What follows belongs to an exercise in optimizing a design on an open flow for small area; a production flow would make more cautious choices. Where RTL was checked, it was by simulation tests only, not by an equivalence proof against the original. For runs 4 and 5, only the layout was checked, not whether the RTL still works. The clock port is modelled as an ideal driver; clocking choices that lean on that would not hold on a real chip. Power is estimated from default activity; no workload was simulated.

**design.v**
```verilog
module axi_stream_insert_header #(
    parameter DATA_WD = 32,
    parameter DATA_BYTE_WD = DATA_WD / 8,
    parameter BYTE_CNT_WD = $clog2(DATA_BYTE_WD)
) (
    input clk,
    input rst_n,
    input valid_in,
    input [DATA_WD-1 : 0] data_in,
    input [DATA_BYTE_WD-1 : 0] keep_in,
    input last_in,
    output ready_in,
    output valid_out,
    output [DATA_WD-1 : 0] data_out,
    output [DATA_BYTE_WD-1 : 0] keep_out,
    output last_out,
    input ready_out,
    input valid_insert,
    input [DATA_WD-1 : 0] header_insert,
    input [DATA_BYTE_WD-1 : 0] keep_insert,
    input [BYTE_CNT_WD : 0] byte_insert_cnt,
    output ready_insert
);
reg  [1:0] st;
wire s_idle = ~st[1] & ~st[0];
wire s_hdr  = ~st[1] &  st[0];
wire s_io   =  st[1] &  st[0];
wire s_wait =  st[1] & ~st[0];
reg  [1:0] addr_in;
reg        v3;
reg  [31:0] mem0, mem1, mem2, mem3;
reg  [4:0] cnt_in;
reg  [4:0] cnt_out;
reg  [2:0] bict;
reg  [3:0] kit;
reg  [3:0] kl;
reg  [31:0] dreg;
reg  [7:0] kreg;
reg        lreg;
assign ready_in     = st[0];
assign ready_insert = s_idle;
assign valid_out    = s_io;
assign data_out     = dreg;
assign last_out     = lreg;
wire ain0 = (addr_in == 2'd0);
wire ain3 = (addr_in == 2'd3);
wire hacc = valid_insert & s_idle;
wire hs   = hacc & ain0;
wire we   = valid_in & st[0];
wire load = ready_out & (s_io | (s_hdr & ain3) | (s_wait & valid_in));
wire [2:0] klc = {1'b0, kl[0]} + {1'b0, kl[1]} + {1'b0, kl[2]} + {1'b0, kl[3]};
wire [3:0] ksum = {1'b0, klc} + {1'b0, bict};
wire inc = ksum > 4'd4;
wire [4:0] cnt_out_p1 = cnt_out + 5'd1;
wire match = inc ? (cnt_out == cnt_in) : (cnt_out_p1 == cnt_in);
wire last_nx = s_io & ready_out & match;
wire [2:0] s = byte_insert_cnt;
wire s_big = s[2] & (s[1] | s[0]);
reg  [7:0] kshift;
always @(*) begin
    case (s)
        3'd0: kshift = {kl, 4'b0000};
        3'd1: kshift = {kit[0], kl, 3'b000};
        3'd2: kshift = {kit[1:0], kl, 2'b00};
        3'd3: kshift = {kit[2:0], kl, 1'b0};
        3'd4: kshift = {kit, kl};
        default: kshift = 8'h00;
    endcase
end
assign keep_out = inc ? kreg[3:0] : kreg[7:4];
wire [1:0] a = cnt_out[1:0];
wire sz = (s == 3'd0);
wire [2:0] q = {1'b0, a} + {2'b00, sz};
wire [1:0] r = {s[1] ^ s[0], s[0]};
wire q0 = (q == 3'd0);
wire q1 = (q == 3'd1);
wire q2 = (q == 3'd2);
wire q3 = (q == 3'd3);
wire [31:0] wlo = ({32{q0}} & mem0) | ({32{q1}} & mem1) | ({32{q2}} & mem2) | ({32{q3}} & mem3);
wire [23:0] whi = ({24{q0}} & mem1[31:8]) | ({24{q1}} & mem2[31:8]) | ({24{~q0 & ~q1}} & mem3[31:8]);
wire vlo = ~s_big & (q0 | q1 | q2 | (q3 & v3));
wire vhi = ~s_big & (q0 | q1 | (q2 & v3));
wire [55:0] t = {wlo, whi};
wire [3:0] rs = {r == 2'd3, r == 2'd2, r == 2'd1, r == 2'd0};
reg  [31:0] dnx;
integer i, k;
always @(*) begin
    for (i = 0; i < 4; i = i + 1) begin
        dnx[31-8*i -: 8] = {8{~load}} & dreg[31-8*i -: 8];
        for (k = 0; k < 4; k = k + 1)
            dnx[31-8*i -: 8] = dnx[31-8*i -: 8] |
                ({8{load & rs[k] & ((i + k < 4) ? vlo : vhi)}} & t[55-8*(i+k) -: 8]);
    end
end
always @(posedge clk or negedge rst_n) begin
    if (!rst_n) begin
        st <= 2'b00;
        addr_in <= 2'd0;
        v3 <= 1'b0;
    end else begin
        case (st)
            2'b00: st <= valid_insert ? 2'b01 : 2'b00;
            2'b01: st <= ain3 ? (ready_out ? 2'b11 : 2'b10) : 2'b01;
            2'b10: st <= (valid_in & ready_out) ? 2'b11 : 2'b10;
            default: st <= lreg ? 2'b00 : 2'b11;
        endcase
        if (hs | we)
            addr_in <= addr_in + 2'd1;
        if (we & ain3)
            v3 <= 1'b1;
    end
end
always @(posedge clk) begin
    if (hs)
        mem0 <= header_insert;
    else if (we & ain0)
        mem0 <= data_in;
    if (we & (addr_in == 2'd1))
        mem1 <= data_in;
    if (we & (addr_in == 2'd2))
        mem2 <= data_in;
    if (we & ain3)
        mem3 <= data_in;
    if (hs)
        cnt_in <= 5'd0;
    else if (we)
        cnt_in <= cnt_in + 5'd1;
    if (hs)
        kl <= 4'd0;
    else if (we & last_in)
        kl <= keep_in;
    if (hacc) begin
        bict <= byte_insert_cnt;
        kit <= keep_insert;
    end
    cnt_out <= load ? cnt_out_p1 : 5'd0;
    lreg <= last_nx;
    dreg <= dnx;
    if (load)
        kreg <= last_nx ? kshift : 8'h0F;
end
endmodule
```
**run.sh**
```bash
#!/bin/bash
# synth_recipe.tcl (not shown) runs the flow's synth.tcl, then flattens the netlist and writes it again
# the make line also repeats each setting of config.mk as NAME=value (left out here)
make -C /OpenROAD-flow-scripts/flow DESIGN_CONFIG=/design/flow/config.mk WORK_HOME=/design/flow/orfs CLKGATE_MAP_FILE= SYNTH_SCRIPT=/design/flow/synth_recipe.tcl finish
```
**config.mk**
```make
export PLATFORM = sky130hd
export DESIGN_NAME = axi_stream_insert_header
export DESIGN_NICKNAME = axi_stream_insert_header
export VERILOG_FILES = /design/flow/design.v
export SDC_FILE = /design/flow/constraint.sdc
export NUM_CORES = 4
export LEC_CHECK = 0
export CAP_MARGIN = 20
export CORE_MARGIN = 2
export CORE_UTILIZATION = 40
export PLACE_DENSITY = 0.6
export SLEW_MARGIN = 20
```
**constraint.sdc**
```tcl
create_clock -name core_clock -period 5.5 [get_ports {clk}]
set_input_delay 1.1000 -clock core_clock [delete_from_list [all_inputs] [get_ports {clk}]]
set_output_delay 1.1000 -clock core_clock [all_outputs]
set_load 0.01 [all_outputs]
```
==> results of run 1 <==
layout make-up:
cell class	count	area share [%]
sequential	195	48.1
multi-input combinational	462	31.9
timing repair buffer	131	11.5
clock buffer	17	3.82
tap	285	3.20
clock inverter	15	1.10
inverter	11	0.370
synthesized netlist by cell type, types with 5 or more instances:
cell       number  share of area, %
mux2_2         38               4.7
nand2b_1        9              0.62
mux2i_1        23               2.5
dfrtp_1         5               1.4
o211ai_1       18               1.5
buf_2           7              0.38
nand2_1        89               3.7
and3_1          6              0.41
ha_1            8               1.1
a31oi_1        12              0.82
nand4_1         6              0.41
xor2_1          9              0.86
nand3_1        39               2.1
clkbuf_1       22              0.90
edfxtp_1      143                47
inv_1          10              0.41
o22a_1          6              0.57
o22ai_1         6              0.41
a2bb2oi_1      18               1.7
xnor2_1         6              0.57
mux4_2         24               5.9
and2_1         11              0.75
dfxtp_1        47                10
nor2_1         31               1.3
nor2b_1         7              0.48
o21ai_0        12              0.66
a22oi_1        36               3.0
a21oi_1         6              0.33
buf_1          10              0.41
critical path, stage by stage, from the launching register on:
cell and delay, ns:
dfxtp_1 0.48, fa_1 0.48, fa_1 0.40, inv_1 0.09, fa_1 0.41, nor2b_1 0.14, o22ai_1 0.63, mux2_2 0.41
clkdlybuf4s50_1 0.48
where the power goes:
| part | internal (uW) | switching, uW |
|---|---|---|
| Sequential | 1940 | 243 |
| Combinational | 978 | 1110 |
| Clock | 593 | 573 |
registers in the layout, indices dropped and copies added (netlist names):
signal,flops
addr_in,2
v3,1
cnt_out,5
cnt_in,5
kit,4
mem2,32
dreg,32
mem0,32
kl,4
bict,3
lreg,1
st,2
kreg,8
mem1,32
mem3,32
cells by family (layout without fill, tap and decap cells):
group | Yosys count | after routing | synth area share, %
AO/OA/AOI/OAI | 132 | 132 | 10.8
XOR/XNOR | 15 | 15 | 1.44
adder cells (fa/ha/maj) | 11 | 11 | 1.75
buffers and inverters | 55 | 174 | 2.72
flip-flops | 195 | 195 | 58.6
multiplexers | 86 | 86 | 13.4
AND/OR/NAND/NOR | 218 | 218 | 11.3
cells in the final DEF, fill, tap and decap left out, drive strengths merged, types with 4 or more instances in the layout:
cell / count
xor2: 9
and2: 12
o21ai: 13
and3: 6
xnor2: 6
a221oi: 4
clkinv: 7
mux2: 38
nand2b: 9
o22a: 6
dfxtp: 47
or2: 4
a22oi: 36
nor3: 4
buf: 11
clkbuf: 17
clkdlybuf4s50: 120
ha: 8
edfxtp: 143
nand2: 90
a21oi: 6
a2bb2oi: 18
inv: 18
nor2: 31
mux4: 25
a31oi: 12
nand4: 6
o22ai: 6
nor2b: 7
dfrtp: 5
nand3: 39
o211ai: 18
mux2i: 23
worst paths after layout:
path | startpoint | endpoint | cells after the start
worst max-delay path | kl[0] | keep_out[2] | 8
worst min register to register | dreg[5] | dreg[5] | 2
worst min-delay path | dreg[5] | dreg[5] | 2
max in group asynchronous | rst_n | v3 | 1
worst max register to register | kl[0] | kreg[2] | 10
min in group asynchronous | rst_n | st[0] | 1
per-stage QoR:
| step | total power (uW) | setup slack [ns] |
|---|---|---|
| after floorplan | 3470 | 1.68 |
| after global placement | 4230 | 0.975 |
| after detailed placement | 4300 | 0.820 |
| after CTS | 5460 | 0.439 |
| after global routing | 5720 | 0.241 |
| final | 5440 | 0.458 |
metal layers:
| layer | global-route usage, % | up-vias | wire (um) |
|---|---|---|---|
| met5 | 0 | - | 0 |
| met4 | 8.74 | 0 | 711 |
| met3 | 2.98 | 35 | 1220 |
| met2 | 32.9 | 253 | 11500 |
| met1 | 26.9 | 3152 | 10300 |
| li1 | - | 2947 | - |
==> results_dict.tcl, run 1 <==
set metrics [dict create \
    status "no timing/DRC/antenna violations" \
    synth-edff-count 143 \
    multiInputGateArea_um2 3560 \
    clock-sinks 195 \
    area_growth_pct 21.8 \
    drt-initial-drc-count 652 \
    cts-resized-gates 0 \
    place_area_um2 10600 \
    arrival_ns 3.94 \
    final_util_pct 49.4 \
    cts_setup_buffers 0 \
    p_per_area_nw_per_um2 488 \
    first_pass_iters 5 \
    rsz0062_at_grt "false" \
    ctsHoldBuffers 0 \
    start_kind "flip-flop" \
    slew_headroom_pct 30.6 \
    routabilityCongestion 0.841 \
    setup_viol 0 \
    ir_drop_mv 0.193 \
    fin_crit_sh_pct 91.7 \
    crit_required_ns 4.40 \
    grt_max_degree 47 \
    cts_buffers 17 \
    grt_overflow_total 0 \
    fin_skew_ns 0.00756 \
    start_util_pct 40.5 \
    register_area_um2 5360 \
    synth_seq_cells 195 \
    finalSetupTns_ns 0 \
    synth_cells 712 \
    final_antenna_net_count 0 \
    drive_gt1_share_pct 14.9 \
    seq_area_frac_synth_pct 58.6 \
    fillers 1983 \
    synth_area_um2 9150 \
    fin_cells 1116 \
    dieArea_um2 24100 \
    grt_pass1_vias 6418 \
    dpl.cell_count 1084 \
    die_h_um 155 \
    wl_mm 23.8 \
    antenna_found_initial 0 \
    yosysUniqueCellTypes 57 \
    cts_tree "done" \
    dp.final_hpwl_mm 16.0 \
    crit_fanout 7 \
    die_w_um 155 \
    wl_per_cell_um 21.3 \
    finalHoldViolCount 0 \
    synth_top_flop_cell "edfxtp_1" \
    maxCapViolCount 0 \
    design.core.area_um2 22600 \
    worst_slew_pin_slew_ns 1.04 \
    cts_max_path_buffers 2 \
    drc 0 \
    nNetsFinal 910 \
    rows 55 \
    grt_pass1_wl_mm 36.8 \
    clkTransAtPathRegs_ns 0.07 \
    fmax_mhz 198 \
    vias 6387 \
    io_buffers 120 \
    viasPerCell 5.72 \
    avgSynthCellArea_um2 12.9 \
    ios 121 \
    fin_hold_ws_ns 0.496 \
    end_kind "output pin" \
    hold_path.class "reg2reg" \
    path_class "reg2out" \
    async_flop_share_pct 2.56 \
    leakagePower_uw 0.00386 \
    yosys_warnings 1 \
    cts_max_level 4 \
    clock_latency_ns 0.43 \
    clockRootBuffer "clkbuf_16" \
    diodes 0 \
    rrSetupSlack_ns 1.36 \
    syn-num-nets 804 \
    timing.final.max_slew_violations 0 \
    final_area_um2 11100 \
    fin_crit_ns 5.04 \
    globalRouteTotalUtil_pct 20.1 \
]
==> inputs of run 2 (changes only) <==
--- a/design.v
+++ b/design.v
@@ -76,22 +76,42 @@
 wire q1 = (q == 3'd1);
 wire q2 = (q == 3'd2);
 wire q3 = (q == 3'd3);
-wire [31:0] wlo = ({32{q0}} & mem0) | ({32{q1}} & mem1) | ({32{q2}} & mem2) | ({32{q3}} & mem3);
-wire [23:0] whi = ({24{q0}} & mem1[31:8]) | ({24{q1}} & mem2[31:8]) | ({24{~q0 & ~q1}} & mem3[31:8]);
 wire vlo = ~s_big & (q0 | q1 | q2 | (q3 & v3));
 wire vhi = ~s_big & (q0 | q1 | (q2 & v3));
+wire [3:0] rs = {r == 2'd3, r == 2'd2, r == 2'd1, r == 2'd0};
+wire [31:0] wlo;
+wire [23:0] whi;
 wire [55:0] t = {wlo, whi};
-wire [3:0] rs = {r == 2'd3, r == 2'd2, r == 2'd1, r == 2'd0};
-reg  [31:0] dnx;
-integer i, k;
-always @(*) begin
-    for (i = 0; i < 4; i = i + 1) begin
-        dnx[31-8*i -: 8] = {8{~load}} & dreg[31-8*i -: 8];
-        for (k = 0; k < 4; k = k + 1)
-            dnx[31-8*i -: 8] = dnx[31-8*i -: 8] |
-                ({8{load & rs[k] & ((i + k < 4) ? vlo : vhi)}} & t[55-8*(i+k) -: 8]);
+wire [31:0] dnx;
+wire we0 = we & ain0;
+wire we1 = we & (addr_in == 2'd1);
+wire we2 = we & (addr_in == 2'd2);
+wire we3 = we & ain3;
+wire [31:0] mem0_d, mem1_d, mem2_d, mem3_d;
+genvar b, i, k;
+generate
+    for (b = 0; b < 32; b = b + 1) begin : g_bit
+        aoi_sel4 u_lo (.e({q3, q2, q1, q0}), .d({mem3[b], mem2[b], mem1[b], mem0[b]}), .y(wlo[b]));
+        aoi_sel3 u_w0 (.e({hs, we0, ~(hs | we0)}), .d({header_insert[b], data_in[b], mem0[b]}), .y(mem0_d[b]));
+        aoi_sel2 u_w1 (.e({we1, ~we1}), .d({data_in[b], mem1[b]}), .y(mem1_d[b]));
+        aoi_sel2 u_w2 (.e({we2, ~we2}), .d({data_in[b], mem2[b]}), .y(mem2_d[b]));
+        aoi_sel2 u_w3 (.e({we3, ~we3}), .d({data_in[b], mem3[b]}), .y(mem3_d[b]));
     end
-end
+    for (b = 8; b < 32; b = b + 1) begin : g_hi
+        aoi_sel3 u_hi (.e({~q0 & ~q1, q1, q0}), .d({mem3[b], mem2[b], mem1[b]}), .y(whi[b-8]));
+    end
+    for (i = 0; i < 4; i = i + 1) begin : g_out
+        wire [3:0] e;
+        for (k = 0; k < 4; k = k + 1) begin : g_sel
+            assign e[k] = load & rs[k] & ((i + k < 4) ? vlo : vhi);
+        end
+        for (b = 0; b < 8; b = b + 1) begin : g_ob
+            aoi_sel5 u_o (.e({~load, e}),
+                          .d({dreg[31-8*i-b], t[55-8*(i+3)-b], t[55-8*(i+2)-b], t[55-8*(i+1)-b], t[55-8*i-b]}),
+                          .y(dnx[31-8*i-b]));
+        end
+    end
+endgenerate
 always @(posedge clk or negedge rst_n) begin
     if (!rst_n) begin
         st <= 2'b00;
@@ -111,16 +131,10 @@
     end
 end
 always @(posedge clk) begin
-    if (hs)
-        mem0 <= header_insert;
-    else if (we & ain0)
-        mem0 <= data_in;
-    if (we & (addr_in == 2'd1))
-        mem1 <= data_in;
-    if (we & (addr_in == 2'd2))
-        mem2 <= data_in;
-    if (we & ain3)
-        mem3 <= data_in;
+    mem0 <= mem0_d;
+    mem1 <= mem1_d;
+    mem2 <= mem2_d;
+    mem3 <= mem3_d;
     if (hs)
         cnt_in <= 5'd0;
     else if (we)
@@ -140,3 +154,15 @@
         kreg <= last_nx ? kshift : 8'h0F;
 end
 endmodule
+module aoi_sel2 (input [1:0] e, input [1:0] d, output y);
+    assign y = |(e & d);
+endmodule
+module aoi_sel3 (input [2:0] e, input [2:0] d, output y);
+    assign y = |(e & d);
+endmodule
+module aoi_sel4 (input [3:0] e, input [3:0] d, output y);
+    assign y = |(e & d);
+endmodule
+module aoi_sel5 (input [4:0] e, input [4:0] d, output y);
+    assign y = |(e & d);
+endmodule
==> flow/run.sh (new file) <==
#!/bin/bash
# Standard ORFS layout, with plain buf_1 cells on the ports and no CTS dummy loads.
set -uo pipefail
export BUFFER_PORTS_ARGS="-buffer_cell sky130_fd_sc_hd__buf_1"
export CTS_ARGS="-sink_clustering_enable -repair_clock_nets -dont_use_dummy_load"
bash standard.sh finish > flow.log 2>&1
==> standard.sh (new file) <==
#!/bin/bash
# synth_recipe.tcl (not shown) runs the flow's synth.tcl, then flattens the netlist and writes it again
# the make line also repeats each setting of config.mk as NAME=value (left out here)
make -C /OpenROAD-flow-scripts/flow DESIGN_CONFIG=/design/flow/config.mk WORK_HOME=/design/flow/orfs CLKGATE_MAP_FILE= SYNTH_SCRIPT=/design/flow/synth_recipe.tcl "${@:-finish}"
--- a/config.mk
+++ b/config.mk
@@ -10,3 +10,5 @@
 export CORE_UTILIZATION = 40
 export PLACE_DENSITY = 0.6
 export SLEW_MARGIN = 20
+export SYNTH_HIERARCHICAL = 1
+export SYNTH_MINIMUM_KEEP_SIZE = 0
removed: run.sh
==> run 2 against run 1 <==
Combinational power grew 17%. Clock power shrank 13%. Sequential share of layout area shrank 5.8 points. Total power grew 11%. Non-clock buffer count grew 13. Design area shrank 14%. First-iteration DRC count grew 48%. Clock skew grew 0.024 ns. Hold slack lost 0.039 ns. Cell count grew 9.1%. Die area shrank 9.7%. Highest routed layer unchanged.
==> results_dict.tcl, run 2 <==
set metrics [dict create \
    vias 7474 \
    routabilityCongestion 0.816 \
    synth_cells 796 \
    wl_per_cell_um 21.0 \
    cts_max_level 4 \
    cts_tree "done" \
    fin_cells 1217 \
    synthTopCellsByCount "175 x dfxtp_1, 99 x a22oi_1, 97 x a22o_1, 97 x nand2_1, 88 x a222oi_1" \
    fillers 2003 \
    clockRootBuffer "clkbuf_16" \
    rsz0062_at_grt "false" \
    ctsHoldBuffers 0 \
    p_per_area_nw_per_um2 627 \
    cts_buffers 17 \
    yosys_warnings 7 \
    dp.final_hpwl_mm 16.0 \
    seq_area_frac_synth_pct 49.5 \
    arrival_ns 3.13 \
    finalHoldViolCount 0 \
    drt-initial-drc-count 966 \
    wl_mm 25.6 \
    synth_seq_cells 195 \
    area_growth_pct 16.9 \
    final_cell_mix "175 x dfxtp_1, 120 x buf_1, 99 x a22oi_1" \
    io_buffers 120 \
    leakagePower_uw 0.00403 \
    crit_required_ns 4.40 \
    drc 0 \
    die_h_um 148 \
    diodes 0 \
    syn-num-nets 889 \
    dpl.cell_count 1200 \
    cts-resized-gates 0 \
    ios 121 \
    clkTransAtPathRegs_ns 0.06 \
    fin_crit_sh_pct 76.9 \
    start_kind "flip-flop" \
    worstReg2RegEnd "kreg[2]" \
    path_class "reg2out" \
    yosysUniqueCellTypes 46 \
    yosysTopAreaCellShare_pct 42.5 \
    gr-usage-met1_pct 31.4 \
    top_usage_layer "met2" \
    grt_pass1_vias 7166 \
    synth_area_um2 8240 \
    layout_commonest_cell "dfxtp_1" \
    first_pass_iters 10 \
    cts_max_path_buffers 2 \
    antenna_found_initial 0 \
    final_antenna_net_count 0 \
    gr-usage-met3_pct 4.75 \
    synth.most_common_cell "dfxtp_1" \
    drive_gt1_share_pct 6.23 \
    synthTopCellsByArea "dfxtp_1 43%, a222oi_1 11%, a22o_1 10%" \
    r2r-start "kl[0]" \
    reg2reg_depth 9 \
    end_kind "output pin" \
    synth_top_flop_cell "dfxtp_1" \
    fmax_mhz 236 \
    dieArea_um2 21800 \
    grt_pass1_wl_mm 40.2 \
    gr-usage-met2_pct 38.7 \
    maxCapViolCount 0 \
    critical_path.startpoint "kl[0]" \
    rows 52 \
    rrSetupSlack_ns 2.11 \
    crit_fanout 7 \
    hold_path.class "reg2reg" \
    timing.final.max_slew_violations 0 \
    nNetsFinal 1042 \
    finalSetupTns_ns 0 \
    yosysTopAreaCell "dfxtp_1" \
    status "no timing/DRC/antenna violations" \
    slew_headroom_pct 35.8 \
    cts_setup_buffers 0 \
    design.core.area_um2 20200 \
    synth-edff-count 15 \
    ir_drop_mv 0.269 \
    setup_viol 0 \
    fin_crit_ns 4.23 \
    clock-sinks 195 \
    grt_max_degree 43 \
    avgSynthCellArea_um2 10.4 \
    async_flop_share_pct 2.56 \
    clock_latency_ns 0.44 \
    worst_slew_pin_slew_ns 0.960 \
    viasPerCell 6.14 \
    fin_skew_ns 0.0317 \
    endpoint "keep_out[0]" \
    start_util_pct 40.7 \
    grt_overflow_total 0 \
    die_w_um 148 \
    globalRouteTotalUtil_pct 23.5 \
]
run 2: changes by cell type after synthesis, sizes merged, moves of 56 or more:
cell,change
a22oi,+63
edfxtp,-128
inv,+56
dfxtp,+128
a222oi,+85
a22o,+96
run 2: layer usage:
layer	routed length (um)	vias to the layer above
met5	0	-
met4	339	0
met3	1950	25
met2	12100	325
met1	11200	3628
li1	-	3496
run 2: final cells by class:
class | count | area [um2] | area share [%]
clock buffer | 17 | 425 | 4.41
inverter | 67 | 251 | 2.61
multi-input combinational | 524 | 3910 | 40.6
sequential | 195 | 4080 | 42.3
tap | 270 | 338 | 3.51
timing repair buffer | 144 | 631 | 6.54
run 2: through the flow:
step	cell area (um2)	power [uW]	util, %	setup WS, ns	hold slack [ns]
floorplan	8250	4170	-	0.278	0.450
detailed placement	9210	5010	45.5	1.12	0.448
global route	9640	6450	47.6	1.10	0.496
global placement	9210	4970	45.5	1.24	0.447
finish	9640	6040	47.6	1.27	0.456
CTS	9640	6040	47.6	1.23	0.456
run 2: kinds of logic after synthesis:
logic type | after synthesis | share of synthesized area (%)
adders and majority gates | 12 | 2.09
and+or+nand+nor | 173 | 9.26
DFF | 195 | 49.5
AOI/OAI and AO/OA | 316 | 32.7
muxes | 8 | 0.987
xor gates and xnor gates | 15 | 1.85
buffers and inverters | 77 | 3.67
run 2: worst min path at each step:
stage / from / endpoint / slack [ns] / depth (start not counted)
2_1_floorplan: mem2[0] / mem2[0] / 0.45 / 1
3_3_place_gp: lreg / st[1] / 0.45 / 1
3_5_place_dp: lreg / st[1] / 0.45 / 1
4_1_cts: lreg / st[1] / 0.46 / 1
5_1_grt: mem1[7] / mem1[7] / 0.50 / 1
6_report: lreg / st[1] / 0.46 / 1
run 2: per-module statistics from Yosys, one instance, submodules excluded:
module	area, um2	times used
aoi_sel2	8.76	96
aoi_sel3	13.8	56
aoi_sel4	18.8	32
aoi_sel5	21.3	32
axi_stream_insert_header	5350	1
run 2: worst max-delay path: stages, from the launching register on:
cell and delay [ns]:
dfxtp_1 0.49, fa_1 0.49, fa_1 0.39, inv_1 0.08
fa_1 0.40, nor2b_1 0.16, o22ai_1 0.36, nand2_1 0.11
nand2_1 0.08, buf_1 0.14
run 2: power breakdown:
group | leakage, uW | switching, uW | internal (uW)
clock network | 0.000209 | 485 | 538
logic | 0.00217 | 1390 | 1050
registers | 0.00164 | 513 | 2070
total | 0.00403 | 2390 | 3660
==> inputs of run 3 (changes only) <==
==> run.sh (new file) <==
#!/bin/bash
# synth_recipe.tcl (not shown) runs the flow's synth.tcl, then flattens the netlist and writes it again
# the make line also repeats each setting of config.mk as NAME=value (left out here)
make -C /OpenROAD-flow-scripts/flow DESIGN_CONFIG=/design/flow/config.mk WORK_HOME=/design/flow/orfs CLKGATE_MAP_FILE= SYNTH_SCRIPT=/design/flow/synth_recipe.tcl finish
removed: flow/run.sh
removed: standard.sh
==> run 3 against run 2 <==
Sequential share of layout area fell by 3.7 points. Global-route usage is 0.31 points higher. Critical endpoint is now keep_out[3]. First-iteration DRC count increased by 3.4%. Sequential power barely moved. Routed wire length up 1.5%. Largest cell class unchanged.
==> results_dict.tcl, run 3 <==
set metrics [dict create \
    crit_fanout 7 \
    seq_area_frac_synth_pct 49.5 \
    antenna_found_initial 0 \
    start_util_pct 40.7 \
    slew_headroom_pct 46.5 \
    dieArea_um2 21800 \
    cts_tree "done" \
    yosysTopAreaCell "dfxtp_1" \
    finalWorstSetupSlack_ns 0.909 \
    clkTransAtPathRegs_ns 0.07 \
    design.core.area_um2 20200 \
    fillers 1870 \
    io_buffers 120 \
    vias 7573 \
    path_buf_inv 2 \
    area_growth_pct 28.0 \
    grt_max_degree 43 \
    critPathTopFamily "adder cells" \
    finalSetupTns_ns 0 \
    rows 52 \
    yosysUniqueCellTypes 46 \
    first_pass_iters 7 \
    wl_per_cell_um 21.1 \
    p_per_area_nw_per_um2 612 \
    synthTopCellsByArea "dfxtp_1 43%, a222oi_1 11%, a22o_1 10%" \
    nNetsFinal 1043 \
    synth-edff-count 15 \
    viasPerCell 6.15 \
    final_area_um2 10600 \
    fin_crit_sh_pct 83.5 \
    cts-resized-gates 0 \
    leakagePower_uw 0.00442 \
    drive_gt1_share_pct 7.69 \
    cts_max_path_buffers 2 \
    yosysTopAreaCellShare_pct 42.5 \
    async_flop_share_pct 2.56 \
    drc 0 \
    rsz0062_at_grt "false" \
    finalHoldViolCount 0 \
    globalRouteTotalUtil_pct 23.8 \
    timing.final.max_slew_violations 0 \
    die_w_um 148 \
    hold_path.class "reg2reg" \
    wl_mm 26.0 \
    totalPowerFinal_uw 6460 \
    place_area_um2 9980 \
    dpl.cell_count 1201 \
    final_cell_mix "175 x dfxtp_1, 120 x clkdlybuf4s50_1, 99 x a22oi_1" \
    synth_cells 796 \
    syn-num-nets 889 \
    synth_area_um2 8240 \
    cts_max_level 4 \
    clockRootBuffer "clkbuf_16" \
    clock-sinks 195 \
    clock_latency_ns 0.44 \
    slowest_delay_ns 0.53 \
    drt-initial-drc-count 999 \
    yosys_warnings 7 \
    final_antenna_net_count 0 \
    cts_buffers 17 \
    crit_chain "fa_1 > fa_1 > inv_1 > fa_1 > nor2b_1 > o22ai_1 > nand2_1 > nand2_1 > clkdlybuf4s50_1" \
    die_h_um 148 \
    synthTopCellsByCount "175 x dfxtp_1, 99 x a22oi_1, 97 x a22o_1, 97 x nand2_1, 88 x a222oi_1" \
    grt_pass1_vias 7220 \
    path_class "reg2out" \
    worst_slew_pin_slew_ns 0.801 \
    maxCapViolCount 0 \
    grt_overflow_total 0 \
    synth_seq_cells 195 \
    fin_cells 1232 \
    layout_commonest_cell "dfxtp_1" \
    dpl_worst_slack_ns 0.986 \
    status "no timing/DRC/antenna violations" \
    routabilityCongestion 0.838 \
    arrival_ns 3.49 \
    diodes 0 \
    dp.final_hpwl_mm 16.0 \
    ir_drop_mv 0.294 \
    setup_viol 0 \
    ctsHoldBuffers 0 \
    cp_slowest_cell "clkdlybuf4s50_1" \
    cts_setup_buffers 0 \
    crit_required_ns 4.40 \
    ios 121 \
    end_kind "output pin" \
    fin_crit_ns 4.59 \
    synth.most_common_cell "dfxtp_1" \
    synth_top_flop_cell "dfxtp_1" \
    grt_pass1_wl_mm 40.7 \
    fmax_mhz 218 \
    avgSynthCellArea_um2 10.4 \
    crit_top_cell "fa_1" \
    start_kind "flip-flop" \
    fin_skew_ns 0.0116 \
]
## run 3: cell counts after synthesis
Identical to the previous run, type by type.
## run 3: metal layers
metal / up-vias / part of all wire [%] / GRT usage, %
li1: 3508 / - / -
met5: - / 0 / 0
met3: 33 / 7.3 / 4.41
met1: 3681 / 44 / 31.5
met4: 0 / 1.8 / 8.03
met2: 351 / 47 / 39.2
## run 3: per-module statistics from Yosys (local to each module, per instance)
| module | times used | cells | cell area, um2 | flops+latches |
|---|---|---|---|---|
| aoi_sel2 | 96 | 1 | 8.76 | 0 |
| aoi_sel3 | 56 | 2 | 13.8 | 0 |
| aoi_sel4 | 32 | 3 | 18.8 | 0 |
| axi_stream_insert_header | 1 | 396 | 5350 | 195 |
| aoi_sel5 | 32 | 3 | 21.3 | 0 |
## run 3: final timing paths
path,from,endpoint,slack [ns],depth (start not counted)
worst min-delay path,lreg,st[1],0.46,1
max in group asynchronous,rst_n,v3,4.37,1
worst max-delay path,kl[0],keep_out[3],0.91,9
min in group asynchronous,rst_n,st[1],0.91,1
worst max register to register,kl[0],kreg[2],2.12,9
worst min register to register,lreg,st[1],0.46,1
## run 3: stage by stage
step / util (%) / hold WS (ns)
final: 52.1 / 0.456
after global routing: 52.1 / 0.486
after CTS: 52.1 / 0.461
after detailed placement: 49.3 / 0.453
after global placement: 49.3 / 0.463
after floorplan: - / 0.450
## run 3: cell type report
type / instances / area, um2 / share of cell area [%]
clock buffers: 17 / 425 / 4.03
clock inverters: 14 / 141 / 1.34
inverters: 67 / 251 / 2.38
multi-input cells: 524 / 3910 / 37.1
flip-flops and latches: 195 / 4080 / 38.7
well taps: 270 / 338 / 3.20
repair buffers: 145 / 1400 / 13.3
## run 3: power breakdown
part | internal, uW | total [uW] | switching (uW) | leakage [uW]
logic | 1270 | 2670 | 1410 | 0.00250
registers | 2070 | 2560 | 488 | 0.00164
clock network | 637 | 1220 | 588 | 0.000271
## run 3: cell families after synthesis
| logic type | share of synthesized area [%] |
|---|---|
| compound gates | 32.7 |
| xor+xnor | 1.85 |
| fa+ha+maj | 2.09 |
| buf+inv | 3.67 |
| flops | 49.5 |
| mux | 0.987 |
| simple gates | 9.26 |
==> inputs of run 4 (changes only) <==
--- a/design.v
+++ b/design.v
@@ -35,7 +35,7 @@
 reg  [3:0] kit;
 reg  [3:0] kl;
 reg  [31:0] dreg;
-reg  [7:0] kreg;
+reg  [3:0] kreg;
 reg        lreg;
 assign ready_in     = st[0];
 assign ready_insert = s_idle;
@@ -67,7 +67,10 @@
         default: kshift = 8'h00;
     endcase
 end
-assign keep_out = inc ? kreg[3:0] : kreg[7:4];
+wire [3:0] kl_nx = (we & last_in) ? keep_in : kl;
+wire [2:0] klc_nx = {1'b0, kl_nx[0]} + {1'b0, kl_nx[1]} + {1'b0, kl_nx[2]} + {1'b0, kl_nx[3]};
+wire inc_nx = ({1'b0, klc_nx} + {1'b0, bict}) > 4'd4;
+assign keep_out = lreg ? kreg : {4{inc}};
 wire [1:0] a = cnt_out[1:0];
 wire sz = (s == 3'd0);
 wire [2:0] q = {1'b0, a} + {2'b00, sz};
@@ -150,8 +153,8 @@
     cnt_out <= load ? cnt_out_p1 : 5'd0;
     lreg <= last_nx;
     dreg <= dnx;
-    if (load)
-        kreg <= last_nx ? kshift : 8'h0F;
+    if (last_nx)
+        kreg <= inc_nx ? kshift[3:0] : kshift[7:4];
 end
 endmodule
 module aoi_sel2 (input [1:0] e, input [1:0] d, output y);
--- a/config.mk
+++ b/config.mk
@@ -5,10 +5,11 @@
 export SDC_FILE = /design/flow/constraint.sdc
 export NUM_CORES = 4
 export LEC_CHECK = 0
-export CAP_MARGIN = 20
+export CAP_MARGIN = 0
 export CORE_MARGIN = 2
 export CORE_UTILIZATION = 40
+export CTS_BUF_LIST = sky130_fd_sc_hd__clkbuf_8
 export PLACE_DENSITY = 0.6
-export SLEW_MARGIN = 20
+export SLEW_MARGIN = 0
 export SYNTH_HIERARCHICAL = 1
 export SYNTH_MINIMUM_KEEP_SIZE = 0
==> run 4 against run 3 <==
Sequential power down 3%. Routed wire length down 1.3%. Largest cell class unchanged. Still clean. Maximum frequency down 0.74%. Count of clock-buffer cells in the layout up 2. Highest routed layer unchanged. Critical path depth up 1. Clock skew up 0.0022 ns. Via count down 2.7%.
==> results_dict.tcl, run 4 <==
set metrics [dict create \
    status "no timing/DRC/antenna violations" \
    power_frac_comb_pct 45.7 \
    io_buffers 120 \
    cts_tree "done" \
    design.core.area_um2 20200 \
    synth_area_um2 8180 \
    viasPerCell 6.04 \
    fin_skew_ns 0.0138 \
    pwr-share-seq_pct 39.4 \
    power.clock.fraction_pct 14.9 \
    synth_seq_cells 191 \
    grt_pass1_vias 7047 \
    switching_share_pct 39.5 \
    totalPowerFinal_uw 6330 \
    async_flop_share_pct 2.62 \
    synth.most_common_cell "dfxtp_1" \
    path_buf_inv 3 \
    synth_cells 784 \
    path_class "reg2out" \
    antenna_found_initial 0 \
    ir_drop_mv 0.296 \
    clock_latency_ns 0.48 \
    dieArea_um2 21600 \
    fin_crit_sh_pct 84.1 \
    internal_power_uw 3830 \
    p_per_area_nw_per_um2 614 \
    cts_setup_buffers 0 \
    grt_pass1_wl_mm 40.4 \
    yosysUniqueCellTypes 54 \
    crit_top_cell "fa_1" \
    drive_gt1_share_pct 8.11 \
    synth-edff-count 11 \
    cts_buffers 17 \
    start_kind "flip-flop" \
    layout_commonest_cell "dfxtp_1" \
    syn-num-nets 881 \
    first_pass_iters 6 \
    leakagePower_uw 0.00437 \
    fillers 1878 \
    clock-sinks 191 \
    globalRouteTotalUtil_pct 23.8 \
    wl_mm 25.6 \
    grt_max_degree 57 \
    vias 7365 \
    yosysTopAreaCell "dfxtp_1" \
    dp.final_hpwl_mm 15.5 \
    cp_slowest_cell "clkdlybuf4s50_1" \
    ctsHoldBuffers 0 \
    wl_per_cell_um 21.0 \
    yosysTopAreaCellShare_pct 42.9 \
    clockRootBuffer "clkbuf_8" \
    final_cell_mix "175 x dfxtp_1, 120 x clkdlybuf4s50_1, 97 x a22oi_1" \
    rows 52 \
    finalSetupTns_ns 0 \
    end_kind "output pin" \
    routabilityCongestion 0.791 \
    final_util_pct 51.1 \
    arrival_ns 3.52 \
    crit_required_ns 4.40 \
    crit_chain "fa_1 > fa_1 > inv_1 > fa_1 > inv_1 > o22ai_1 > o22ai_1 > nor2_1 > a21oi_1 > clkdlybuf4s50_1" \
    cts-resized-gates 0 \
    grt_overflow_total 0 \
    nNetsFinal 1035 \
    hold_path.class "reg2reg" \
    critPathTopFamily "adder cells" \
    rsz0062_at_grt "false" \
    avgSynthCellArea_um2 10.4 \
    finalHoldViolCount 0 \
    seq_area_frac_synth_pct 48.4 \
    final_antenna_net_count 0 \
    die_w_um 147 \
    slew_headroom_pct 42.4 \
    cts_max_path_buffers 2 \
    diodes 0 \
    synthTopCellsByArea "dfxtp_1 43%, a222oi_1 11%, a22o_1 10%" \
    yosys_warnings 7 \
    synth_top_flop_cell "dfxtp_1" \
    area_growth_pct 26.0 \
    drc 0 \
    synthTopCellsByCount "175 x dfxtp_1, 97 x a22oi_1, 96 x a22o_1, 88 x a222oi_1" \
    fin_crit_ns 4.62 \
    slowest_delay_ns 0.55 \
    netSwitchingPower_uw 2500 \
    worst_slew_pin_slew_ns 0.863 \
    cts_max_level 4 \
    clkTransAtPathRegs_ns 0.10 \
    ios 121 \
    maxCapViolCount 0 \
    fmax_mhz 216 \
    drt-initial-drc-count 860 \
    timing.final.max_slew_violations 0 \
    start_util_pct 40.5 \
    crit_fanout 7 \
    setup_viol 0 \
    die_h_um 147 \
]
==> run 4: cell types whose count changed after synthesis, sizes merged, moves of 3 or more <==
cell,delta
a21boi,+3
edfxtp,-4
fa,+3
inv,+12
mux2,+4
nand2,-16
nand3,-7
nor2b,-9
nor3,-4
o22a,-4
==> run 4: cell type report <==
type | count | area [um2] | share of cell area, %
sequential | 191 | 3960 | 38.4
tap | 270 | 338 | 3.28
clock buffer | 19 | 262 | 2.54
multi-input combinational | 504 | 3910 | 38.0
timing repair buffer | 145 | 1400 | 13.6
inverter | 79 | 297 | 2.88
clock inverter | 12 | 138 | 1.34
==> run 4: path summary, 6_finish.rpt <==
path,start,to,slack [ns],cells after the start
hold reg to reg,dreg[4],dreg[4],0.48,2
hold / removal,dreg[4],dreg[4],0.48,2
setup reg to reg,st[0],kreg[0],1.71,13
min in group asynchronous,rst_n,v3,0.86,1
max in group asynchronous,rst_n,addr_in[0],4.42,1
setup / recovery,kl[0],keep_out[0],0.88,10
==> run 4: kinds of logic (layout without fill, tap and decap cells) <==
family / count (synthesis) / count (layout) / share of synthesized area, %
xor gates and xnor gates: 15 / 15 / 1.61
DFF: 191 / 191 / 48.4
adders and majority gates: 16 / 16 / 3.00
AOI/OAI and AO/OA: 321 / 321 / 33.3
buffers and inverters: 89 / 255 / 4.30
muxes: 12 / 12 / 1.59
and+or+nand+nor: 140 / 140 / 7.73
==> run 4: metrics by stage <==
| step | setup slack, ns | area [um2] | hold slack [ns] | cells |
|---|---|---|---|---|
| 3_5_place_dp | 0.637 | 9910 | 0.464 | 1189 |
| 2_1_floorplan | 0.320 | 8180 | 0.450 | 784 |
| 3_3_place_gp | 0.681 | 9910 | 0.462 | 1189 |
| 6_report | 0.875 | 10300 | 0.484 | 1220 |
| 5_1_grt | 0.600 | 10300 | 0.509 | 1220 |
| 4_1_cts | 0.843 | 10300 | 0.489 | 1220 |
==> run 4: per-layer routing <==
| layer | GRT usage (%) | wire length [um] |
|---|---|---|
| met4 | 5.53 | 214 |
| met5 | 0 | 0 |
| met3 | 5.22 | 2050 |
| met2 | 37.3 | 11800 |
| met1 | 33.8 | 11600 |
==> run 4: power by group through the flow <==
stage	clock network, uW	registers, uW	logic (uW)
after floorplan	0	2390	1920
after global placement	0	2510	2830
after detailed placement	0	2500	2880
after CTS	960	2480	2880
after global routing	1020	2560	3170
final	945	2490	2890
==> run 4: tightest hold or removal path: cells and delay by family, from the launching register on <==
| family | cells | cell delay, ns |
|---|---|---|
| flip-flops | 1 | 0.35 |
| AO/OA/AOI/OAI | 1 | 0.06 |
| AND/OR/NAND/NOR | 1 | 0.05 |
==> run 4: per-module statistics from Yosys (local to each module, per instance) <==
module,flip-flops and latches,cell area [um2],cells
axi_stream_insert_header,191,5280,384
aoi_sel3,0,13.8,2
aoi_sel4,0,18.8,3
aoi_sel5,0,21.3,3
aoi_sel2,0,8.76,1
==> inputs of run 5 (changes only) <==
==> flow/run.sh (new file) <==
#!/bin/bash
# Standard ORFS layout, with plain buf_1 cells on the ports and no CTS dummy loads.
set -uo pipefail
export BUFFER_PORTS_ARGS="-buffer_cell sky130_fd_sc_hd__buf_1"
export CTS_ARGS="-sink_clustering_enable -repair_clock_nets -dont_use_dummy_load"
bash standard.sh finish > flow.log 2>&1
==> standard.sh (new file) <==
#!/bin/bash
# synth_recipe.tcl (not shown) runs the flow's synth.tcl, then flattens the netlist and writes it again
# the make line also repeats each setting of config.mk as NAME=value (left out here)
make -C /OpenROAD-flow-scripts/flow DESIGN_CONFIG=/design/flow/config.mk WORK_HOME=/design/flow/orfs CLKGATE_MAP_FILE= SYNTH_SCRIPT=/design/flow/synth_recipe.tcl "${@:-finish}"
--- a/config.mk
+++ b/config.mk
@@ -7,9 +7,9 @@
 export LEC_CHECK = 0
 export CAP_MARGIN = 0
 export CORE_MARGIN = 2
-export CORE_UTILIZATION = 40
+export CORE_UTILIZATION = 65
 export CTS_BUF_LIST = sky130_fd_sc_hd__clkbuf_8
-export PLACE_DENSITY = 0.6
+export PLACE_DENSITY = 0.8
 export SLEW_MARGIN = 0
 export SYNTH_HIERARCHICAL = 1
 export SYNTH_MINIMUM_KEEP_SIZE = 0
removed: run.sh
==> run 5 against run 4 <==
Still clean on timing, DRC and antenna. Routed wire length fell by 1.7%. Setup slack improved by 0.21 ns. Sequential share of layout area rose by 3.7 points. Non-clock buffer count fell by 4. Sequential power barely moved. Cell count fell by 9.8%. Critical path type is now in2reg. Largest power group unchanged.
==> results_dict.tcl, run 5 <==
set metrics [dict create \
    status "no timing/DRC/antenna violations" \
    path_class "in2reg" \
    crit_fanout 10 \
    start_util_pct 67.2 \
    dieArea_um2 13500 \
    hold_path.class "reg2reg" \
    cts_max_level 4 \
    ir_drop_mv 0.356 \
    end_kind "flip-flop" \
    power_frac_comb_pct 44.2 \
    final_util_pct 77.4 \
    avgSynthCellArea_um2 10.4 \
    synth-compound-area-share_pct 33.3 \
    first_pass_iters 10 \
    cts_max_path_buffers 2 \
    crit_top_cell "fa_1" \
    power.clock.fraction_pct 15.9 \
    worst_slew_pin_slew_ns 1.20 \
    layout_commonest_cell "dfxtp_1" \
    grt_max_degree 57 \
    slew_headroom_pct 19.9 \
    setup_viol 0 \
    finalHoldViolCount 0 \
    totalPowerFinal_uw 6240 \
    design.core.area_um2 12200 \
    fin_crit_sh_pct 80.3 \
    drive_gt1_share_pct 6.44 \
    synth_xor_area_share_pct 1.61 \
    clkTransAtPathRegs_ns 0.06 \
    vias 7892 \
    start_kind "primary input" \
    dpl.cell_count 1083 \
    antenna_found_initial 0 \
    cts_buffers 17 \
    wl_mm 25.2 \
    yosysUniqueCellTypes 54 \
    fin_crit_ns 4.42 \
    die_w_um 116 \
    finalSetupTns_ns 0 \
    grt_overflow_total 0 \
    muxShareOfSynthArea_pct 1.59 \
    fillers 867 \
    grt_pass1_wl_mm 38.7 \
    maxCapViolCount 0 \
    io_buffers 120 \
    drc 0 \
    clock-sinks 191 \
    arrival_ns 4.58 \
    final_antenna_net_count 0 \
    crit_chain "buf_1 > and2_1 > nand2_4 > mux2i_1 > fa_1 > inv_1 > fa_1 > inv_1 > fa_1 > nand2b_4 > a221oi_2 > o2bb2ai_2 > mux2_4 > a31o_1" \
    internal_power_uw 3720 \
    fin_skew_ns 0.0193 \
    synth-simple-area-share_pct 7.73 \
    async_flop_share_pct 2.62 \
    rsz0062_at_grt "false" \
    pwr-share-seq_pct 39.9 \
    nNetsFinal 1031 \
    timing.final.max_slew_violations 0 \
    cts_setup_buffers 0 \
    slowest_delay_ns 0.52 \
    routabilityCongestion 0.868 \
    cp_slowest_cell "fa_1" \
    netSwitchingPower_uw 2520 \
    clockRootBuffer "clkbuf_16" \
    synth.most_common_cell "dfxtp_1" \
    drt-initial-drc-count 1547 \
    globalRouteTotalUtil_pct 37.3 \
    syn-num-nets 881 \
    leakagePower_uw 0.00404 \
    synthTopCellsByArea "dfxtp_1 43%, a222oi_1 11%, a22o_1 10%" \
    synth_seq_cells 191 \
    grt_pass1_vias 7583 \
    wl_per_cell_um 22.9 \
    synth_top_family_by_area "compound AO/OA/AOI/OAI gates" \
    diodes 0 \
    cts-resized-gates 0 \
    synth-adder-area-share_pct 3.00 \
    area_growth_pct 15.1 \
    fin_cells 1100 \
    seq_area_frac_synth_pct 48.4 \
    yosysTopAreaCell "dfxtp_1" \
    synth_cells 784 \
    yosysTopAreaCellShare_pct 42.9 \
    switching_share_pct 40.5 \
    p_per_area_nw_per_um2 663 \
    yosys_warnings 7 \
    viasPerCell 7.17 \
    die_h_um 116 \
    ios 121 \
    ctsHoldBuffers 0 \
    synth-edff-count 11 \
    dp.final_hpwl_mm 14.8 \
    rows 40 \
    synth_top_flop_cell "dfxtp_1" \
    final_cell_mix "175 x dfxtp_1, 120 x buf_1, 97 x a22oi_1" \
    clock_latency_ns 0.43 \
    fmax_mhz 226 \
    synthTopCellsByCount "175 x dfxtp_1, 97 x a22oi_1, 96 x a22o_1, 88 x a222oi_1" \
    cts_tree "done" \
    crit_required_ns 5.67 \
    fin_hold_ws_ns 0.482 \
    synth_area_um2 8180 \
]
[run 5: path summary, 6_finish.rpt]
kind	from	to	slack [ns]	cells past startpoint
worst max-delay path	valid_in	kreg[0]	1.08	14
worst min-delay path	mem2[1]	mem2[1]	0.48	1
worst max register to register	st[0]	kreg[0]	1.35	13
worst min register to register	mem2[1]	mem2[1]	0.48	1
max in group asynchronous	rst_n	st[1]	4.72	1
min in group asynchronous	rst_n	addr_in[1]	0.53	1
[run 5: modules after synthesis, one instance, submodules excluded]
module                    area [um2]  flip-flops and latches  cells inside
aoi_sel3                        13.8                       0             2
axi_stream_insert_header        5280                     191           384
aoi_sel2                        8.76                       0             1
aoi_sel4                        18.8                       0             3
aoi_sel5                        21.3                       0             3
[run 5: layout make-up]
type | count | area (um2) | area share (%)
clock buffers | 17 | 425 | 4.52
flip-flops and latches | 191 | 3960 | 42.1
well taps | 168 | 210 | 2.23
multi-input cells | 504 | 3910 | 41.6
repair buffers | 141 | 608 | 6.46
inverters | 79 | 297 | 3.15
[run 5: power by group through the flow]
stage | Sequential, uW | Combinational, uW | Clock (uW)
finish | 2490 | 2760 | 993
global route | 2550 | 3000 | 1050
CTS | 2470 | 2710 | 996
detailed placement | 2490 | 2670 | 0
global placement | 2440 | 2560 | 0
floorplan | 2390 | 1920 | 0
[run 5: logic make-up (layout without fill, tap and decap cells)]
group           after synthesis  count (layout)
xor+xnor                     15              15
mux                          12              12
buf+inv                      89             237
flops                       191             191
fa+ha+maj                    16              16
compound gates              321             321
simple gates                140             140
[run 5: worst max-delay path: cells and delay by family]
family / cells / cell delay (ns)
AO/OA/AOI/OAI: 3 / 0.65
AND/OR/NAND/NOR: 3 / 0.67
multiplexers: 2 / 0.52
adder cells (fa/ha/maj): 3 / 1.36
buffers and inverters: 3 / 0.28
[run 5: layer usage]
layer  GRT usage [%]  share of wire, %  vias to the layer above
met5               0                 0                        -
met4            16.8               3.5                        0
met3            8.87                12                       96
met2            62.1                47                      611
met1            46.3                37                     3738
li1                -                 -                     3447
[run 5: through the flow]
| stage | area [um2] | setup slack, ns |
|---|---|---|
| detailed placement | 8980 | 0.688 |
| CTS | 9410 | 1.10 |
| floorplan | 8180 | 0.320 |
| global placement | 8980 | 0.802 |
| finish | 9410 | 1.08 |
| global route | 9410 | 0.903 |
==> inputs of run 6 (changes only) <==
--- a/design.v
+++ b/design.v
@@ -48,40 +48,53 @@
 wire hs   = hacc & ain0;
 wire we   = valid_in & st[0];
 wire load = ready_out & (s_io | (s_hdr & ain3) | (s_wait & valid_in));
-wire [2:0] klc = {1'b0, kl[0]} + {1'b0, kl[1]} + {1'b0, kl[2]} + {1'b0, kl[3]};
-wire [3:0] ksum = {1'b0, klc} + {1'b0, bict};
-wire inc = ksum > 4'd4;
+function incf;
+    input [3:0] k;
+    input [2:0] c;
+    reg t1, t2, t3, t4;
+begin
+    t1 = k[0] | k[1] | k[2] | k[3];
+    t2 = (k[0] & (k[1] | k[2] | k[3])) | (k[1] & (k[2] | k[3])) | (k[2] & k[3]);
+    t3 = (k[0] & k[1] & (k[2] | k[3])) | (k[2] & k[3] & (k[0] | k[1]));
+    t4 = k[0] & k[1] & k[2] & k[3];
+    case (c)
+        3'd0: incf = 1'b0;
+        3'd1: incf = t4;
+        3'd2: incf = t3;
+        3'd3: incf = t2;
+        3'd4: incf = t1;
+        default: incf = 1'b1;
+    endcase
+end
+endfunction
+wire inc = incf(kl, bict);
 wire [4:0] cnt_out_p1 = cnt_out + 5'd1;
 wire match = inc ? (cnt_out == cnt_in) : (cnt_out_p1 == cnt_in);
 wire last_nx = s_io & ready_out & match;
 wire [2:0] s = byte_insert_cnt;
-wire s_big = s[2] & (s[1] | s[0]);
-reg  [7:0] kshift;
-always @(*) begin
-    case (s)
-        3'd0: kshift = {kl, 4'b0000};
-        3'd1: kshift = {kit[0], kl, 3'b000};
-        3'd2: kshift = {kit[1:0], kl, 2'b00};
-        3'd3: kshift = {kit[2:0], kl, 1'b0};
-        3'd4: kshift = {kit, kl};
-        default: kshift = 8'h00;
-    endcase
-end
+wire [4:0] sd = {s == 3'd4, s == 3'd3, s == 3'd2, s == 3'd1, s == 3'd0};
+wire s_big = ~|sd;
 wire [3:0] kl_nx = (we & last_in) ? keep_in : kl;
-wire [2:0] klc_nx = {1'b0, kl_nx[0]} + {1'b0, kl_nx[1]} + {1'b0, kl_nx[2]} + {1'b0, kl_nx[3]};
-wire inc_nx = ({1'b0, klc_nx} + {1'b0, bict}) > 4'd4;
+wire inc_nx = incf(kl_nx, bict);
+wire [7:0] kw = inc_nx ? {kl, 4'b0000} : {kit, kl};
+wire [3:0] kwin;
+genvar b, i, k;
+generate
+    for (b = 0; b < 4; b = b + 1) begin : g_kw
+        aoi_sel5 u_kw (.e(sd), .d(kw[b+4:b]), .y(kwin[b]));
+    end
+endgenerate
 assign keep_out = lreg ? kreg : {4{inc}};
 wire [1:0] a = cnt_out[1:0];
-wire sz = (s == 3'd0);
+wire sz = sd[0];
 wire [2:0] q = {1'b0, a} + {2'b00, sz};
-wire [1:0] r = {s[1] ^ s[0], s[0]};
 wire q0 = (q == 3'd0);
 wire q1 = (q == 3'd1);
 wire q2 = (q == 3'd2);
 wire q3 = (q == 3'd3);
 wire vlo = ~s_big & (q0 | q1 | q2 | (q3 & v3));
 wire vhi = ~s_big & (q0 | q1 | (q2 & v3));
-wire [3:0] rs = {r == 2'd3, r == 2'd2, r == 2'd1, r == 2'd0};
+wire [3:0] rs = {sd[1], sd[2], sd[3], sd[0] | sd[4]};
 wire [31:0] wlo;
 wire [23:0] whi;
 wire [55:0] t = {wlo, whi};
@@ -91,7 +104,6 @@
 wire we2 = we & (addr_in == 2'd2);
 wire we3 = we & ain3;
 wire [31:0] mem0_d, mem1_d, mem2_d, mem3_d;
-genvar b, i, k;
 generate
     for (b = 0; b < 32; b = b + 1) begin : g_bit
         aoi_sel4 u_lo (.e({q3, q2, q1, q0}), .d({mem3[b], mem2[b], mem1[b], mem0[b]}), .y(wlo[b]));
@@ -154,7 +166,7 @@
     lreg <= last_nx;
     dreg <= dnx;
     if (last_nx)
-        kreg <= inc_nx ? kshift[3:0] : kshift[7:4];
+        kreg <= kwin;
 end
 endmodule
 module aoi_sel2 (input [1:0] e, input [1:0] d, output y);
==> flow/run.sh (replaced) <==
#!/bin/bash
# Standard ORFS layout, with plain buf_1 cells on the ports, no CTS dummy
# loads, and a power-recovery resize after CTS (downsizes cells with slack).
set -uo pipefail
here=$(pwd)
export BUFFER_PORTS_ARGS="-buffer_cell sky130_fd_sc_hd__buf_1"
export CTS_ARGS="-sink_clustering_enable -repair_clock_nets -dont_use_dummy_load"
export POST_CTS_TCL="$here/flow/post_cts.tcl"
bash standard.sh finish > flow.log 2>&1
==> flow/post_cts.tcl (new file) <==
# Downsize cells that have timing slack to spare, then re-legalize.
log_cmd repair_timing -recover_power 100 -verbose
log_cmd detailed_placement
check_placement -verbose
--- a/config.mk
+++ b/config.mk
@@ -7,9 +7,9 @@
 export LEC_CHECK = 0
 export CAP_MARGIN = 0
 export CORE_MARGIN = 2
-export CORE_UTILIZATION = 65
+export CORE_UTILIZATION = 50
 export CTS_BUF_LIST = sky130_fd_sc_hd__clkbuf_8
-export PLACE_DENSITY = 0.8
+export PLACE_DENSITY = 0.65
 export SLEW_MARGIN = 0
 export SYNTH_HIERARCHICAL = 1
 export SYNTH_MINIMUM_KEEP_SIZE = 0
==> run 6 against run 5 <==
Still clean. Routed wire length increased by 2.2%. Largest power group is now sequential cells. First-iteration DRC count decreased by 41%. Sequential cell count unchanged. Total power decreased by 5.9%. Count of clock-buffer cells in the layout unchanged. Via count decreased by 2.9%.
==> results_dict.tcl, run 6 <==
set metrics [dict create \
    synthTopCellsByCount "175 x dfxtp_1, 100 x a22oi_1, 97 x a22o_1, 97 x nand2_1, 92 x a222oi_1" \
    cp_slowest_cell "clkbuf_1" \
    ir_drop_mv 0.294 \
    slowest_delay_ns 1.11 \
    area_growth_pct 15.3 \
    wl_per_cell_um 22.3 \
    yosysUniqueCellTypes 52 \
    finalHoldViolCount 0 \
    cts_tree "done" \
    rows 46 \
    drc 0 \
    fmax_mhz 238 \
    power_frac_comb_pct 39.8 \
    synth-compound-area-share_pct 33.9 \
    yosysTopAreaCellShare_pct 43.0 \
    start_util_pct 51.2 \
    antenna_found_initial 0 \
    rsz0062_at_grt "false" \
    grt_max_degree 57 \
    clock_latency_ns 0.44 \
    async_flop_share_pct 2.62 \
    synth_cells 791 \
    internal_power_uw 3570 \
    arrival_ns 4.56 \
    design.core.area_um2 15900 \
    seq_area_frac_synth_pct 48.6 \
    p_per_area_nw_per_um2 626 \
    drive_gt1_share_pct 6.41 \
    viasPerCell 6.65 \
    fin_hold_ws_ns 0.477 \
    switching_share_pct 39.2 \
    synth_top_family_by_area "compound AO/OA/AOI/OAI gates" \
    pwr-share-seq_pct 43.2 \
    status "no timing/DRC/antenna violations" \
    crit_fanout 33 \
    leakagePower_uw 0.00397 \
    wl_mm 25.7 \
    path_buf_inv 3 \
    final_antenna_net_count 0 \
    fin_cells 1152 \
    totalPowerFinal_uw 5870 \
    nNetsFinal 1027 \
    fin_crit_ns 4.20 \
    avgSynthCellArea_um2 10.3 \
    synthTopCellsByArea "dfxtp_1 43%, a222oi_1 11%, a22o_1 10%" \
    timing.final.max_slew_violations 0 \
    power.clock.fraction_pct 17.0 \
    synth-simple-area-share_pct 9.33 \
    critPathTopFamily "buffers and inverters" \
    hold_path.class "reg2reg" \
    r2r-start "st[0]" \
    path_class "in2reg" \
    yosysTopAreaCell "dfxtp_1" \
    end_kind "flip-flop" \
    dieArea_um2 17300 \
    io_buffers 120 \
    drt-initial-drc-count 916 \
    synth-edff-count 11 \
    yosys_warnings 7 \
    globalRouteTotalUtil_pct 29.5 \
    dp.final_hpwl_mm 15.8 \
    synth-adder-area-share_pct 1.35 \
    dpl.cell_count 1134 \
    grt_pass1_wl_mm 40.8 \
    crit_chain "buf_1 > and2_0 > nand2_2 > inv_1 > clkbuf_1 > a22o_1" \
    netSwitchingPower_uw 2300 \
    routabilityCongestion 0.859 \
    die_h_um 132 \
    synth_area_um2 8140 \
    slew_headroom_pct 3.68 \
    synth_seq_cells 191 \
    setup_viol 0 \
    finalSetupTns_ns 0 \
    rrSetupSlack_ns 1.61 \
    fin_skew_ns 0.0260 \
    diodes 0 \
    clkTransAtPathRegs_ns 0.06 \
    synth_top_flop_cell "dfxtp_1" \
    critical_path.startpoint "valid_in" \
    maxCapViolCount 0 \
    syn-num-nets 880 \
    hold_start "dreg[7]" \
    fin_crit_sh_pct 76.3 \
    die_w_um 132 \
    synth_xor_area_share_pct 1.58 \
    first_pass_iters 9 \
    grt_pass1_vias 7545 \
    muxShareOfSynthArea_pct 1.48 \
    start_kind "primary input" \
    vias 7665 \
    ios 121 \
    final_cell_mix "175 x dfxtp_1, 116 x buf_1, 100 x a22oi_1" \
    worst_slew_pin_slew_ns 1.44 \
    crit_required_ns 5.86 \
    clock-sinks 191 \
    synth.most_common_cell "dfxtp_1" \
    layout_commonest_cell "dfxtp_1" \
    grt_overflow_total 0 \
]
-- run 6: cell count changes after synthesis, sizes merged, moves of 4 or more --
cell / before / now
mux2i: 7 / 3
fa: 6 / 0
inv: 79 / 65
a222oi: 88 / 92
nand2: 81 / 98
and2: 4 / 8
-- run 6: kinds of logic after synthesis --
kind of cell	Yosys count
adders and majority gates	9
AOI/OAI and AO/OA	321
buffers and inverters	77
DFF	191
and+or+nand+nor	169
muxes	11
xor gates and xnor gates	13
-- run 6: layer usage --
metal / up-vias / global-route usage (%) / part of all wire [%] / wire length, um
met2: 418 / 48.4 / 48 / 12300
met3: 67 / 6.52 / 8.8 / 2270
li1: 3495 / - / - / -
met1: 3685 / 38.1 / 41 / 10500
met5: - / 0 / 0 / 0
met4: 0 / 10.9 / 2.7 / 698
-- run 6: Yosys stat by module, one instance, submodules excluded --
| module | cells | flops+latches |
|---|---|---|
| aoi_sel2 | 1 | 0 |
| axi_stream_insert_header | 379 | 191 |
| aoi_sel3 | 2 | 0 |
| aoi_sel5 | 3 | 0 |
| aoi_sel4 | 3 | 0 |
-- run 6: metrics by stage --
stage	util, %	setup slack (ns)	cell area (um2)
after floorplan	-	0.306	8140
after global placement	56.5	1.18	8980
after detailed placement	56.5	0.993	8980
after global routing	59.1	1.13	9390
final	59.1	1.30	9390
-- run 6: power by group through the flow --
| stage | Sequential [uW] | Clock (uW) | Combinational, uW |
|---|---|---|---|
| 2_1_floorplan | 2400 | 0 | 1660 |
| 3_3_place_gp | 2520 | 0 | 2230 |
| 3_5_place_dp | 2540 | 0 | 2320 |
| 5_1_grt | 2600 | 1070 | 2570 |
| 6_report | 2540 | 999 | 2340 |
-- run 6: final timing paths --
path                            end  depth (start not counted)
setup reg to reg           mem2[27]                          5
hold reg to reg             dreg[7]                          2
setup / recovery           mem2[27]                          6
min in group asynchronous     st[0]                          1
hold / removal              dreg[7]                          2
max in group asynchronous        v3                          1
-- run 6: layout make-up --
class	count	area [um2]
clock buffers	17	425
inverters	65	244
well taps	216	270
fillers	1434	6500
multi-input cells	523	3890
repair buffers	140	599
flip-flops and latches	191	3960
-- run 6: tightest hold or removal path, cell delays in order (launching register included) --
cell and delay (ns):
dfxtp_1 0.33, a222oi_1 0.06, nand2_1 0.05
==> inputs of run 7 (changes only) <==
==> flow/run.sh (replaced) <==
#!/bin/bash
# Standard ORFS layout (the standard.sh, standard synthesis) with:
#  - plain buf_1 cells as the port buffers,
#  - CTS with clkbuf_8 and no dummy loads,
#  - a power-recovery resize after CTS (downsizes cells that have slack).
set -uo pipefail
here=$(pwd)
export BUFFER_PORTS_ARGS="-buffer_cell sky130_fd_sc_hd__buf_1"
export CTS_ARGS="-sink_clustering_enable -repair_clock_nets -dont_use_dummy_load -buf_list sky130_fd_sc_hd__clkbuf_8"
export POST_CTS_TCL="$here/flow/post_cts.tcl"
bash standard.sh finish > flow.log 2>&1
--- a/config.mk
+++ b/config.mk
@@ -8,7 +8,6 @@
 export CAP_MARGIN = 0
 export CORE_MARGIN = 2
 export CORE_UTILIZATION = 50
-export CTS_BUF_LIST = sky130_fd_sc_hd__clkbuf_8
 export PLACE_DENSITY = 0.65
 export SLEW_MARGIN = 0
 export SYNTH_HIERARCHICAL = 1
==> run 7 against run 6 <==
Die area is the same. Largest power group unchanged. Register-to-register slack gained 0.26 ns. Sequential share of layout area grew 0.86 points. Combinational power is essentially flat. Critical path depth grew 5. First-iteration DRC count grew 3.5%. Still clean.
==> results_dict.tcl, run 7 <==
set metrics [dict create \
    synth_cells 791 \
    worst_slew_pin_slew_ns 1.20 \
    nNetsFinal 1027 \
    wl_per_cell_um 22.4 \
    async_flop_share_pct 2.62 \
    yosysTopAreaCell "dfxtp_1" \
    yosys_warnings 7 \
    ios 121 \
    cts_tree "done" \
    fin_crit_sh_pct 76.2 \
    rsz0062_at_grt "false" \
    clock-sinks 191 \
    drive_gt1_share_pct 6.52 \
    switching_share_pct 40.7 \
    clkTransAtPathRegs_ns 0.08 \
    dieArea_um2 17300 \
    die_h_um 132 \
    arrival_ns 4.50 \
    diodes 0 \
    avgSynthCellArea_um2 10.3 \
    synth_top_flop_cell "dfxtp_1" \
    syn-num-nets 880 \
    maxCapViolCount 0 \
    final_cell_mix "175 x dfxtp_1, 116 x buf_1, 100 x a22oi_1" \
    start_kind "primary input" \
    end_kind "flip-flop" \
    crit_fanout 27 \
    fin_crit_ns 4.19 \
    grt_overflow_total 0 \
    wl_mm 25.8 \
    final_antenna_net_count 0 \
    fin_skew_ns 0.0438 \
    critical_path.startpoint "byte_insert_cnt[1]" \
    power_frac_comb_pct 42.0 \
    antenna_found_initial 0 \
    start_util_pct 51.2 \
    synth_seq_cells 191 \
    fmax_mhz 238 \
    drt-initial-drc-count 948 \
    leakagePower_uw 0.00389 \
    grt_max_degree 57 \
    slew_headroom_pct 20.1 \
    design.core.area_um2 15900 \
    fillers 1465 \
    power.clock.fraction_pct 12.6 \
    area_growth_pct 13.0 \
    synth.most_common_cell "dfxtp_1" \
    seq_area_frac_synth_pct 48.6 \
    finalSetupTns_ns 0 \
    dp.final_hpwl_mm 15.8 \
    worstReg2RegEnd "dreg[19]" \
    grt_pass1_vias 7533 \
    crit_required_ns 5.81 \
    r2r-start "addr_in[0]" \
    internal_power_uw 3310 \
    rows 46 \
    first_pass_iters 9 \
    rrSetupSlack_ns 1.87 \
    pwr-share-seq_pct 45.4 \
    ir_drop_mv 0.243 \
    clock_latency_ns 0.47 \
    viasPerCell 6.73 \
    io_buffers 120 \
    path_class "in2reg" \
    vias 7751 \
    drc 0 \
    routabilityCongestion 0.859 \
    reg2reg_depth 10 \
    timing.final.max_slew_violations 0 \
    netSwitchingPower_uw 2260 \
    die_w_um 132 \
    synth_area_um2 8140 \
    synthTopCellsByArea "dfxtp_1 43%, a222oi_1 11%, a22o_1 10%" \
    yosysUniqueCellTypes 52 \
    setup_viol 0 \
    grt_pass1_wl_mm 40.5 \
    globalRouteTotalUtil_pct 29.3 \
    endpoint "dreg[18]" \
    p_per_area_nw_per_um2 606 \
    synthTopCellsByCount "175 x dfxtp_1, 100 x a22oi_1, 97 x a22o_1, 97 x nand2_1, 92 x a222oi_1" \
    totalPowerFinal_uw 5570 \
    synth-edff-count 11 \
    status "no timing/DRC/antenna violations" \
    layout_commonest_cell "dfxtp_1" \
    hold_path.class "reg2reg" \
    yosysTopAreaCellShare_pct 43.0 \
    finalHoldViolCount 0 \
]
-- run 7: cell counts after synthesis --
Identical to the previous run, type by type.
-- run 7: logic make-up after synthesis --
kind of cell               synth area share (%)
and+or+nand+nor                            9.33
AOI/OAI and AO/OA                          33.9
adders and majority gates                  1.35
muxes                                      1.48
DFF                                        48.6
buffers and inverters                      3.74
xor gates and xnor gates                   1.58
-- run 7: area by class of cell --
type	count	area, um2	area share (%)
flip-flops and latches	191	3960	43.0
repair buffers	140	603	6.56
multi-input cells	523	3890	42.3
well taps	216	270	2.94
clock buffers	17	234	2.54
inverters	65	244	2.65
-- run 7: modules after synthesis (local to each module, per instance) --
module / flip-flops and latches / area, um2
axi_stream_insert_header: 191 / 5160
aoi_sel5: 0 / 21.3
aoi_sel4: 0 / 18.8
aoi_sel3: 0 / 13.8
aoi_sel2: 0 / 8.76
-- run 7: worst min path at each step --
stage	start	to	cells past startpoint
6_report	dreg[7]	dreg[7]	2
2_1_floorplan	mem2[0]	mem2[0]	1
5_1_grt	dreg[7]	dreg[7]	2
3_3_place_gp	mem1[7]	mem1[7]	1
3_5_place_dp	dreg[7]	dreg[7]	2
-- run 7: worst max-delay path: stages --
cell      delay (ns)
clkbuf_1        0.18
nor3_1          0.57
ha_1            0.26
ha_1            0.27
or2_2           0.66
nor2_4          0.24
buf_4           0.30
a222oi_1        0.36
inv_1           0.13
a222oi_1        0.32
nand2_1         0.08
-- run 7: power by group through the flow --
stage          Combinational (uW)  Clock (uW)  Sequential (uW)
2_1_floorplan                1660           0             2400
3_3_place_gp                 2230           0             2520
3_5_place_dp                 2320           0             2540
5_1_grt                      2570         757             2600
6_report                     2340         700             2530
-- run 7: routing by layer --
layer	vias up	part of all wire, %	GRT usage, %
met1	3741	40	37.7
li1	3489	-	-
met4	0	2.4	11.5
met3	52	9.7	5.59
met2	469	48	48.5
met5	-	0	0
-- run 7: through the flow --
step           cells  area, um2  setup WS (ns)  hold WS [ns]  util (%)
3_5_place_dp    1134       8980          0.993         0.462      56.5
3_3_place_gp    1134       8980           1.18         0.463      56.5
5_1_grt         1152       9200           1.15         0.501      57.9
6_report        1152       9200           1.31         0.486      57.9
2_1_floorplan    791       8140          0.306         0.450         -

-- afterwards: timing with drivers on the ports --
The results above use ideal ports. As a check the final layouts listed here were re-extracted and re-timed, cells and wires unchanged. Step 1 assumes that a clkbuf_16 drives the clock port and a buf_2 every other input. Step 2 also shifts input and output timing later by t, the mid clock arrival at the registers, as if the neighbouring blocks saw the same clock. Three values: ideal ports, drivers, drivers and shift; two values: the first two.
run	t, ns	setup WS [ns]
run 1	0.471	0.458 / 0.412 / 0.752
run 2	0.474	1.270 / 1.223 / 1.079
run 3	0.479	0.909 / 0.864 / 0.885
run 4	0.512	0.875 / 0.832 / 0.629
run 5	0.467	1.082 / 1.102 / 0.635
run 6	0.469	1.302 / 1.319 / 0.850
run 7	0.488	1.307 / 1.318 / 0.830
After both steps setup and hold are still met in every run listed.
